Context: an optimization exercise on an open-source flow, tuned for small area. The choices shown serve that exercise and are no tape-out recipe.
Function was checked by simulation only, so behaviour that the tests miss may differ from the original.
No activity file was given, so power comes from the tool's default toggle rates.

// IOTDF
module IOTDF( clk, rst, in_en, iot_in, fn_sel, busy, valid, iot_out);
For scale: ~1800 cells after synthesis, about 270 flip-flops, roughly 140 I/O pins, about 14000 µm² of cells after synthesis.
Settings: LEC_CHECK=0, ABC_AREA=1, CAP_MARGIN=20, CORE_MARGIN=2, CORE_UTILIZATION=50, SLEW_MARGIN=20; clock period 8.0 ns.
standard.sh (not shown) runs the stock make flow with config.mk's settings and CLKGATE_MAP_FILE= SYNTH_SCRIPT=/design/flow/synth_recipe.tcl, a recipe that flattens the netlist after the stock synthesis.
==> flow/flow/run.sh <==
#!/bin/bash
# Own flow: the standard ORFS layout (standard.sh) with these changes:
# - synthesis: ABC maps the logic with an area-only script
#   (flow/abc_area_own.script) and Yosys's adder extraction is off, so ABC sees
#   all of the logic. Flip-flops are mapped before ABC, exactly as in the
#   standard synthesis.
# - every port still gets its own buffer, but a sky130_fd_sc_hd__buf_1.
# - clock tree: clkbuf_4/clkbuf_8 buffers and no dummy loads.
set -euo pipefail
W=$PWD
{ cat "$W/flow/abc_proc.tcl"; cat "$W/synth_recipe.tcl"; } > "$W/own_synth.tcl"
export OWN_ABC_SCRIPT="$W/flow/abc_area_own.script"
bash "$W/standard.sh" SYNTH_SCRIPT="$W/own_synth.tcl" ADDER_MAP_FILE= \
  BUFFER_PORTS_ARGS="-buffer_cell sky130_fd_sc_hd__buf_1" \
  CTS_ARGS="-sink_clustering_enable -repair_clock_nets -dont_use_dummy_load -buf_list {sky130_fd_sc_hd__clkbuf_8} -sink_clustering_size 12 -sink_clustering_max_diameter 50" \
  finish > "$W/flow_make.log" 2>&1
==> flow/flow/abc_area_own.script <==
strash
&get -n
&deepsyn -T 60
&put
dch
amap -m -F 3 -A 8
topo
stime -c
==> flow/flow/abc_proc.tcl <==
# Use this flow's own ABC script for the combinational mapping; flip-flops are
# mapped before ABC runs and are left exactly as the standard synthesis makes them.
proc abc {args} {
  set i [lsearch -exact $args -script]
  if {$i >= 0} { lset args [expr {$i + 1}] $::env(OWN_ABC_SCRIPT) }
  yosys abc {*}$args
}
The first run ran to the end with no violations.
Rerun with:
--- a/flow/flow/run.sh
+++ b/flow/flow/run.sh
@@ -8 +8,2 @@
-# - clock tree: clkbuf_4/clkbuf_8 buffers and no dummy loads.
+# - clock tree: clkbuf_4 buffers, sink clusters of up to 10 within 40 um,
+#   no dummy loads.
@@ -15 +16 @@
-  CTS_ARGS="-sink_clustering_enable -repair_clock_nets -dont_use_dummy_load -buf_list {sky130_fd_sc_hd__clkbuf_8} -sink_clustering_size 12 -sink_clustering_max_diameter 50" \
+  CTS_ARGS="-sink_clustering_enable -repair_clock_nets -dont_use_dummy_load -buf_list {sky130_fd_sc_hd__clkbuf_4} -sink_clustering_size 10 -sink_clustering_max_diameter 40" \
After rerunning:
- routed wire length hardly moves
- register-to-register slack is worse by 0.10 ns
- area after synthesis does not change
- die area does not change
- combinational power stays flat
- design area decreases by 0.72%
- utilization falls by 0.41 points
Rerun with:
--- a/flow/flow/run.sh
+++ b/flow/flow/run.sh
@@ -8,2 +8 @@
-# - clock tree: clkbuf_4 buffers, sink clusters of up to 10 within 40 um,
-#   no dummy loads.
+# - clock tree: clkbuf_4/clkbuf_8 buffers and no dummy loads.
@@ -16 +15 @@
-  CTS_ARGS="-sink_clustering_enable -repair_clock_nets -dont_use_dummy_load -buf_list {sky130_fd_sc_hd__clkbuf_4} -sink_clustering_size 10 -sink_clustering_max_diameter 40" \
+  CTS_ARGS="-sink_clustering_enable -repair_clock_nets -dont_use_dummy_load -buf_list {sky130_fd_sc_hd__clkbuf_4}" \
Power went up by 8.2%.
Fmax went up by 0.53%.
Non-clock buffer count does not change.
Die area stays the same.
Rerun with:
--- a/flow/flow/run.sh
+++ b/flow/flow/run.sh
@@ -8 +8,2 @@
-# - clock tree: clkbuf_4/clkbuf_8 buffers and no dummy loads.
+# - clock tree: clkbuf_4 buffers, sink clusters of up to 10 within 40 um,
+#   no dummy loads.
@@ -15 +16 @@
-  CTS_ARGS="-sink_clustering_enable -repair_clock_nets -dont_use_dummy_load -buf_list {sky130_fd_sc_hd__clkbuf_4}" \
+  CTS_ARGS="-sink_clustering_enable -repair_clock_nets -dont_use_dummy_load -buf_list {sky130_fd_sc_hd__clkbuf_4} -sink_clustering_size 10 -sink_clustering_max_diameter 40" \
- CORE_UTILIZATION: 50 -> 60
=> The new run passed the timing, design-rule and antenna checks. Via count is higher by 2.5%. Clock power is lower by 26%. Non-clock buffer count is higher by 7. Clock-buffer cell count is lower by 32. Core utilization is higher by 11 points. Worst hold slack got worse by 0.036 ns.

[port drivers added, routing unchanged]
No port has a modelled driver above. Below, the same layouts with a new extraction and two added sets of constraints. Step 1: set_driving_cell puts a clkbuf_16 on clk and a buf_2 on each other input, an assumption about the parent block. Step 2 adds t to the input delays and takes it off the output delays; t is the mean of the earliest and latest rising clock arrival at the registers after step 1. Input paths then give back, and output paths get back, about the clock's delay inside the block. Three values: ideal, step 1, step 2; two values: the first two.
run | t (ns) | setup WS [ns] | worst setup path at the end
the first run | 0.621 | 0.561 / 0.514 / 1.135 | register to output
the second run | 0.678 | 0.404 / 0.356 / 1.034 | register to output
the third run | 0.721 | 0.444 / 0.394 / 1.115 | register to output
the fourth run | 0.684 | 0.463 / 0.415 / 1.099 | register to output
After both steps setup and hold are still met in every run listed.
